From an optimization exercise on the open Yosys and OpenROAD flow, aimed at small area; shortcuts taken in it are not production practice.
Only simulation tests tie the RTL to the original design; equivalence was not proved.
No activity file was given, so power comes from the tool's default toggle rates.

run 1:
==> flow/design.v (excerpt) <==
module guessing_game (
    input         btnU, btnD, btnR, btnL, clk, btnC,
    input  [15:0] sw,
    output [6:0]  seg,
    output [3:0]  an,
    output [15:0] led,
    output        dp
);
   wire [3:0] b;
   wire       en;
   wire       s0, s1, s2, s3, win, lose;
   debounce db0 (.clk(clk), .reset(btnC), .in(btnR), .out(b[0]));
   debounce db1 (.clk(clk), .reset(btnC), .in(btnD), .out(b[1]));
   debounce db2 (.clk(clk), .reset(btnC), .in(btnL), .out(b[2]));
   debounce db3 (.clk(clk), .reset(btnC), .in(btnU), .out(b[3]));
   counter step (.clk(clk), .rst(btnC), .hard(sw[0]), .en(en));
   guess_FSM fsm (.clk(clk), .en(en), .reset(btnC), .b(b),
                  .s0(s0), .s1(s1), .s2(s2), .s3(s3), .win(win), .lose(lose));
   assign seg = {~s1, ~s2, 3'b111, ~s0, ~s3};
   assign led = {8{win | lose, win}};
   assign an  = 4'b1110;
   assign dp  = 1'b1;
endmodule
For scale: roughly 230 cells after synthesis, roughly 2500 um^2 of cells after synthesis.
clock: 10.0 ns
lec_check: 0
cap_margin: 20
core_margin: 2
core_utilization: 40
slew_margin: 20
standard.sh (not shown) runs the stock make flow with config.mk's settings and CLKGATE_MAP_FILE= SYNTH_SCRIPT=/design/flow/synth_recipe.tcl, a recipe that flattens the netlist after the stock synthesis.
==> flow/flow/run.sh <==
#!/bin/bash
# Own layout flow: the standard ORFS flow, with three changes that only
# affect cell sizes and the clock tree:
#  1. after the standard synthesis, every logic cell is set to its smallest
#     drive strength (the repair steps later upsize where timing or slew needs it);
#  2. ports are buffered with sky130_fd_sc_hd__buf_1;
#  3. CTS uses clkbuf_4 buffers and inserts no dummy loads.
# Each tool's output goes to a log file of its own in this folder.
set -euo pipefail
WORK=$(pwd)
RES=$WORK/orfs/results/$FLOW_PLATFORM/guessing_game/base

bash standard.sh synth > "$WORK/log_1_synth.txt" 2>&1

WORK_RES=$RES openroad -no_init -exit "$WORK/flow/downsize.tcl" > "$WORK/log_1_downsize.txt" 2>&1

bash standard.sh \
  "BUFFER_PORTS_ARGS=-buffer_cell sky130_fd_sc_hd__buf_1" \
  "CTS_ARGS=-sink_clustering_enable -repair_clock_nets -dont_use_dummy_load -buf_list sky130_fd_sc_hd__clkbuf_4" \
  finish > "$WORK/log_2_layout.txt" 2>&1
==> flow/flow/downsize.tcl <==
# Set every combinational cell of the synthesized netlist to the smallest
# drive strength of its kind.  Registers keep their cell type.
set res $::env(WORK_RES)
read_db $res/1_synth.odb
set db [ord::get_db]
set libs [$db getLibs]
array set area {}
foreach lib $libs {
  foreach m [$lib getMasters] {
    set area([$m getName]) [expr {[$m getWidth] * [$m getHeight]}]
  }
}
set n 0
foreach inst [[ord::get_db_block] getInsts] {
  set mname [[$inst getMaster] getName]
  if {![regexp {^(sky130_fd_sc_hd__[a-z0-9]+)_([0-9]+)$} $mname -> base drive]} { continue }
  if {[regexp {^sky130_fd_sc_hd__(df|sdf|edf|dl|sdl|conb|tap|fill|decap)} $base]} { continue }
  set best $mname
  foreach cand [array names area ${base}_*] {
    if {![regexp "^${base}_\[0-9\]+\$" $cand]} { continue }
    if {$area($cand) < $area($best)} { set best $cand }
  }
  if {$best ne $mname} {
    set newm [$db findMaster $best]
    if {[$inst swapMaster $newm]} {
      puts "downsize [$inst getName] $mname -> $best"
      incr n
    } else {
      puts "could not swap [$inst getName] $mname -> $best"
    }
  }
}
puts "downsized $n cells"
write_db $res/1_synth.odb
Setup changes, run 1 to run 2
==> flow/flow/run.sh <==
#!/bin/bash
# Own layout flow: the standard ORFS flow (standard.sh), with changes that
# only affect how the logic is mapped to cells, cell sizes and the clock tree:
#  1. synthesis is ORFS's standard synthesis (synth_recipe.tcl) with an
#     area-oriented ABC script (flow/abc_area.script); the registers are
#     untouched, as ABC maps only the logic between them;
#  2. after synthesis every logic cell is set to its smallest drive strength
#     (the repair steps later upsize where timing or slew needs it);
#  3. ports are buffered with sky130_fd_sc_hd__buf_1;
#  4. CTS uses clkbuf_4 buffers and inserts no dummy loads.
# Each tool's output goes to a log file of its own in this folder.
set -euo pipefail
WORK=$(pwd)
RES=$WORK/orfs/results/$FLOW_PLATFORM/guessing_game/base

# ORFS's scripts with the area ABC script replaced
rm -rf "$WORK/scripts"
cp -r "$FLOW_HOME/scripts" "$WORK/scripts"
cp "$WORK/flow/abc_area.script" "$WORK/scripts/abc_area.script"

bash standard.sh "SCRIPTS_DIR=$WORK/scripts" ABC_AREA=1 synth > "$WORK/log_1_synth.txt" 2>&1

WORK_RES=$RES openroad -no_init -exit "$WORK/flow/downsize.tcl" > "$WORK/log_1_downsize.txt" 2>&1

bash standard.sh \
  "BUFFER_PORTS_ARGS=-buffer_cell sky130_fd_sc_hd__buf_1" \
  "CTS_ARGS=-sink_clustering_enable -repair_clock_nets -dont_use_dummy_load -buf_list sky130_fd_sc_hd__clkbuf_4" \
  finish > "$WORK/log_2_layout.txt" 2>&1
==> flow/flow/abc_area.script (new file) <==
strash
dc2
dch -f
amap
topo
## What came out
Wire length of the first global-routing pass: run 1 and run 2 compared, higher one is run 2
Synthesized cell count came out lower on run 2 than on run 1.
There was hardly any difference in share of final layout cell area taken by non-clock buffers between run 1 and run 2.
Delta(worst hold slack, run 2 - run 1) > 0
Diff run 1 -> run 2: total congestion overflow shows no meaningful change; fraction of power consumed by sequential logic shows an increase of 2.5 points.
Run 2: flow completed, timing, DRC and antenna clean
Changes in run 3 relative to run 2:
-- flow/flow/run.sh --
<<< run 2, line 25
bash standard.sh \
  "BUFFER_PORTS_ARGS=-buffer_cell sky130_fd_sc_hd__buf_1" \
  "CTS_ARGS=-sink_clustering_enable -repair_clock_nets -dont_use_dummy_load -buf_list sky130_fd_sc_hd__clkbuf_4" \
  finish > "$WORK/log_2_layout.txt" 2>&1
>>> run 3, line 25
bash standard.sh \
  "BUFFER_PORTS_ARGS=-buffer_cell sky130_fd_sc_hd__buf_1" \
  "CTS_ARGS=-sink_clustering_enable -repair_clock_nets -dont_use_dummy_load -buf_list sky130_fd_sc_hd__clkbuf_16 -sink_clustering_size 40 -sink_clustering_max_diameter 300" \
  finish > "$WORK/log_2_layout.txt" 2>&1
## What came out
- When run 3 is set beside run 2, its arrival time at the worst endpoint turns out to be 90 ps smaller.
- The clock power in run 2 is 0.49 times that in run 3.
- Diff run 2..run 3 | count of plain and timing-repair buffers in the layout | unchanged
- The run showing the greater non-clock buffer share of cell area is run 2.
- Run 3 packs its core more tightly than run 2.
- Compared with run 2, run 3 shows a higher area of all placed cells without fillers.

## separate check: timing with driven ports
No port has a modelled driver above. Below, the same layouts with a new extraction and two added sets of constraints. Step 1 (the two cells are an assumption about what drives the block):
set clk [get_ports {clk}]
set_driving_cell -lib_cell sky130_fd_sc_hd__clkbuf_16 $clk
set_driving_cell -lib_cell sky130_fd_sc_hd__buf_2 [delete_from_list [all_inputs] $clk]
Step 2, shift: input delay + t, output delay - t, t = (earliest + latest rising clock arrival at the registers) / 2. This alone moves slack from input paths to output paths. Slacks: no drivers / after step 1 / after step 2; pairs: no drivers / after step 1.
| run | t, ns | setup WS [ns] | hold slack, ns | latest minus earliest clock arrival (ns) |
|---|---|---|---|---|
| run 1 | 0.410 | 6.417 / 6.392 / 6.803 | 0.358 / 0.358 / 0.358 | 0.031 / 0.031 |
| run 2 | 0.421 | 6.234 / 6.209 / 6.630 | 0.378 / 0.378 / 0.378 | 0.028 / 0.029 |
| run 3 | 0.355 | 6.324 / 6.292 / 6.647 | 0.376 / 0.376 / 0.376 | 0.012 / 0.012 |
After both steps every run listed still meets setup and hold.
